From an optimization exercise on the open Yosys and OpenROAD flow, aimed at small area and a short achievable clock period; shortcuts taken in it are not production practice.
In this exercise RTL edits were held to simulation tests only and were not proved equivalent to the original.
Power figures rest on the tool's default switching activity, not on a simulated workload.

Setup of run A:
Design Convolution_with_pipeline, start of the top module:
module Convolution_with_pipeline(clk, rst_n, in_valid, weight_valid, In_IFM_1, In_IFM_2, In_IFM_3, In_IFM_4, In_IFM_5, In_IFM_6, In_IFM_7, In_IFM_8, In_IFM_9, In_Weight_1, In_Weight_2, In_Weight_3, In_Weight_4, In_Weight_5, In_Weight_6, In_Weight_7, In_Weight_8, In_Weight_9, out_valid, Out_OFM);
input clk, rst_n, in_valid, weight_valid;
input [7:0] In_IFM_1;
input [7:0] In_IFM_2;
input [7:0] In_IFM_3;
input [7:0] In_IFM_4;
input [7:0] In_IFM_5;
input [7:0] In_IFM_6;
input [7:0] In_IFM_7;
input [7:0] In_IFM_8;
input [7:0] In_IFM_9;
input [7:0] In_Weight_1;
input [7:0] In_Weight_2;
input [7:0] In_Weight_3;
input [7:0] In_Weight_4;
input [7:0] In_Weight_5;
input [7:0] In_Weight_6;
input [7:0] In_Weight_7;
input [7:0] In_Weight_8;
input [7:0] In_Weight_9;
output out_valid;
output [20:0] Out_OFM;
reg v1, v2, v3;
always @(posedge clk or negedge rst_n)
  if (!rst_n) begin v1 <= 1'b0; v2 <= 1'b0; v3 <= 1'b0; end
  else begin v1 <= in_valid; v2 <= v1; v3 <= v2; end
assign out_valid = v3;
wire s1, c2;
wire s3, c4;
wire s5, c6;
wire s7, c8;
wire s9, c10;
wire s11, c12;
wire s13, c14;
wire s15, c16;
wire s17, c18;
wire s19, c20;
wire s21, c22;
wire s23, c24;
wire s25, c26;
wire s27, c28;
wire s29, c30;
wire s31, c32;
wire s33, c34;
wire s35, c36;
wire s37, c38;
wire s39, c40;
wire s41, c42;
wire s43, c44;
wire s45, c46;
wire s47, c48;
wire s49, c50;
wire s51, c52;
wire s53, c54;
wire s55, c56;
wire s57, c58;
wire s59, c60;
wire s61, c62;
wire s63, c64;
wire s65, c66;
wire s67, c68;
wire s69, c70;
wire s71, c72;
wire s73, c74;
wire s75, c76;
wire s77, c78;
wire s79, c80;
wire s81, c82;
wire s83, c84;
wire s85, c86;
wire s87, c88;
wire s89, c90;
wire s91, c92;
wire s93, c94;
wire s95, c96;
wire s97, c98;
wire s99, c100;
wire s101, c102;
wire s103, c104;
wire s105, c106;
wire s107, c108;
wire s109, c110;
wire s111, c112;
wire s113, c114;
wire s115, c116;
wire s117, c118;
wire s119, c120;
wire s121, c122;
wire s123, c124;
wire s125, c126;
wire s127, c128;
wire s129, c130;
wire s131, c132;
wire s133, c134;
wire s135, c136;
wire s137, c138;
wire s139, c140;
wire s141, c142;
wire s143, c144;
wire s145, c146;
wire s147, c148;
wire s149, c150;
  ...
export LEC_CHECK = 0
export CAP_MARGIN = 20
export CORE_MARGIN = 2
export CORE_UTILIZATION = 60
export PLACE_DENSITY = 0.75
export SETUP_SLACK_MARGIN = 2.0
export SLEW_MARGIN = 20
export SYNTH_HIERARCHICAL = 1
create_clock -name core_clock -period 5.0 [get_ports {clk}]
standard.sh (not shown) runs the stock make flow with config.mk's settings and CLKGATE_MAP_FILE= SYNTH_SCRIPT=/design/flow/synth_recipe.tcl, a recipe that flattens the netlist after the stock synthesis.
==> flow/flow/run.sh <==
#!/bin/bash
# The standard layout, with plain buffers on the ports instead of the
# delay cells buffer_ports picks by default. Each tool's log stays in orfs/logs;
# make's own output goes to standard.log.
set -euo pipefail
export BUFFER_PORTS_ARGS="-buffer_cell sky130_fd_sc_hd__buf_2"
export CTS_ARGS="-sink_clustering_enable -repair_clock_nets -dont_use_dummy_load -sink_clustering_size 12 -sink_clustering_max_diameter 60 -buf_list sky130_fd_sc_hd__clkbuf_8"
bash standard.sh > standard.log 2>&1
Run A completed every stage of the flow, and the final layout passed the timing, DRC and antenna checks.
Modified inputs, run B compared to run A
# run A
export LEC_CHECK = 0
export CAP_MARGIN = 20
export CORE_MARGIN = 2
export CORE_UTILIZATION = 60
export PLACE_DENSITY = 0.75
export SETUP_SLACK_MARGIN = 2.0
export SLEW_MARGIN = 20
export SYNTH_HIERARCHICAL = 1
create_clock -name core_clock -period 5.0 [get_ports {clk}]
# run B
export LEC_CHECK = 0
export ABC_CLOCK_PERIOD_IN_PS = 2000
export CAP_MARGIN = 20
export CORE_MARGIN = 2
export CORE_UTILIZATION = 40
export SETUP_SLACK_MARGIN = 2.1
export SLEW_MARGIN = 20
export SYNTH_HIERARCHICAL = 1
create_clock -name core_clock -period 5.0 [get_ports {clk}]
diff --git a/flow/flow/run.sh b/flow/flow/run.sh
--- a/flow/flow/run.sh
+++ b/flow/flow/run.sh
@@ -7 +6,0 @@
-export CTS_ARGS="-sink_clustering_enable -repair_clock_nets -dont_use_dummy_load -sink_clustering_size 12 -sink_clustering_max_diameter 60 -buf_list sky130_fd_sc_hd__clkbuf_8"
- Comparing run B against run A, there is no change at all in number of register bits inferred by synthesis.
- Run B: final clock skew 29 ps below run A
- Between run A and run B, the signed area change from the synthesized netlist to the final layout is higher for run B.
- Run B against run A: wire length of the first global-routing pass up 11%, combinational power share moved down, hold-fix buffer count after cts flat, switching power went up about 2.7%.
- On storage element area, run B tracks run A almost exactly.
What run C does differently from run B at the input level:
# run B
export LEC_CHECK = 0
export ABC_CLOCK_PERIOD_IN_PS = 2000
export CAP_MARGIN = 20
export CORE_MARGIN = 2
export CORE_UTILIZATION = 40
export SETUP_SLACK_MARGIN = 2.1
export SLEW_MARGIN = 20
export SYNTH_HIERARCHICAL = 1
create_clock -name core_clock -period 5.0 [get_ports {clk}]
# run C
export LEC_CHECK = 0
export CAP_MARGIN = 20
export CORE_MARGIN = 2
export CORE_UTILIZATION = 60
export PLACE_DENSITY = 0.75
export SETUP_SLACK_MARGIN = 2.1
export SLEW_MARGIN = 20
export SYNTH_HIERARCHICAL = 1
create_clock -name core_clock -period 5.0 [get_ports {clk}]
diff --git a/flow/flow/run.sh b/flow/flow/run.sh
--- a/flow/flow/run.sh
+++ b/flow/flow/run.sh
@@ -6,0 +7,2 @@
+export CTS_ARGS="-sink_clustering_enable -repair_clock_nets -dont_use_dummy_load -sink_clustering_size 20 -sink_clustering_max_diameter 100"
+export RECOVER_POWER=100
Notes after the runs:
- The routability-driven placement congestion ratio in run C sits 3.5% above the value recorded for run B.
- On first-pass GRT wire length, run B loses to run C.
- On relative slew slack, run B loses to run C.
- Compared with run B, run C shows a higher number of gates on the worst path with buffers counted.
- In run C, buffers inserted during post-CTS setup optimization is higher than in run B.
- Run C against run B: count of buffer and inverter cells on the critical path rose 1, total wire length fell 5.1%.
- Final critical path time including I/O delays and setup for run C: 810 ps up relative to run B
Here is what was changed in the inputs of run D compared with run C.
# run C
export LEC_CHECK = 0
export CAP_MARGIN = 20
export CORE_MARGIN = 2
export CORE_UTILIZATION = 60
export PLACE_DENSITY = 0.75
export SETUP_SLACK_MARGIN = 2.1
export SLEW_MARGIN = 20
export SYNTH_HIERARCHICAL = 1
create_clock -name core_clock -period 5.0 [get_ports {clk}]
# run D
export LEC_CHECK = 0
export CAP_MARGIN = 20
export CORE_MARGIN = 2
export CORE_UTILIZATION = 40
export SETUP_SLACK_MARGIN = 2.1
export SLEW_MARGIN = 20
export SYNTH_HIERARCHICAL = 1
create_clock -name core_clock -period 5.0 [get_ports {clk}]
diff --git a/flow/flow/run.sh b/flow/flow/run.sh
--- a/flow/flow/run.sh
+++ b/flow/flow/run.sh
@@ -7,2 +7 @@
-export CTS_ARGS="-sink_clustering_enable -repair_clock_nets -dont_use_dummy_load -sink_clustering_size 20 -sink_clustering_max_diameter 100"
-export RECOVER_POWER=100
+export CTS_ARGS="-sink_clustering_enable -repair_clock_nets -dont_use_dummy_load -sink_clustering_size 30 -sink_clustering_max_diameter 150"
==> notes.md <==
Cmp run D vs run C: sequential cell area share lower in run D. Cell count: run D higher than run C. | clock period minus worst slack | run D vs run C | 720 ps lower |. In the final reports, the cell area of run D is larger than that of run C.
What run E does differently from run D at the input level:
# run D
export LEC_CHECK = 0
export CAP_MARGIN = 20
export CORE_MARGIN = 2
export CORE_UTILIZATION = 40
export SETUP_SLACK_MARGIN = 2.1
export SLEW_MARGIN = 20
export SYNTH_HIERARCHICAL = 1
create_clock -name core_clock -period 5.0 [get_ports {clk}]
# run E
export LEC_CHECK = 0
export CAP_MARGIN = 20
export CORE_MARGIN = 2
export CORE_UTILIZATION = 60
export PLACE_DENSITY = 0.75
export SETUP_SLACK_MARGIN = 2.1
export SLEW_MARGIN = 20
export SYNTH_HIERARCHICAL = 1
export TNS_END_PERCENT = 20
create_clock -name core_clock -period 5.0 [get_ports {clk}]
diff --git a/flow/flow/run.sh b/flow/flow/run.sh
--- a/flow/flow/run.sh
+++ b/flow/flow/run.sh
@@ -7 +7 @@
-export CTS_ARGS="-sink_clustering_enable -repair_clock_nets -dont_use_dummy_load -sink_clustering_size 30 -sink_clustering_max_diameter 150"
+export CTS_ARGS="-sink_clustering_enable -repair_clock_nets -dont_use_dummy_load -sink_clustering_size 12 -sink_clustering_max_diameter 60 -buf_list sky130_fd_sc_hd__clkbuf_8"
==> notes.md <==
Delta (run E minus run D): share of the clock period used by the worst path -0.44 points, number of clock buffers in the layout increased by 23 relative to the old numbers, wire length saw a decrease.
Run E vs. run D: design area lower, peak clock frequency supported by timing grew by 0.0024 GHz.
Part of the power in the clock network in run E is 1.3 points above run D.

## separate check: timing with driven ports
The results above use ideal ports. As a check the final layouts listed here were re-extracted and re-timed, cells and wires unchanged.
Step 1, drivers: a clkbuf_16 drives clk and a buf_2 each remaining input, both assumed.
Step 2 moves the port delays by t, midway between the first and last clock arrival at a register: inputs arrive t later, outputs are due t later. That takes back most of the time a late clock gives input paths.
Slacks: no drivers / after step 1 / after step 2; pairs: no drivers / after step 1.
run | t, ns | slack for setup (ns) | hold slack, ns
run A | 0.637 | 2.044 / 1.939 / 1.302 | 0.180 / 0.152 / 0.329
run B | 0.615 | 2.064 / 1.880 / 1.265 | 0.219 / 0.183 / 0.325
run C | 0.574 | 1.251 / 0.928 / 0.354 | 0.261 / 0.232 / 0.331
run D | 0.578 | 1.972 / 1.782 / 1.204 | 0.234 / 0.199 / 0.339
run E | 0.613 | 1.995 / 1.890 / 1.277 | 0.198 / 0.172 / 0.330
After both steps every run listed still meets setup and hold. The setup slack of run C, which loses most, moves by -0.323 ns with the drivers and by -0.897 ns with both steps.
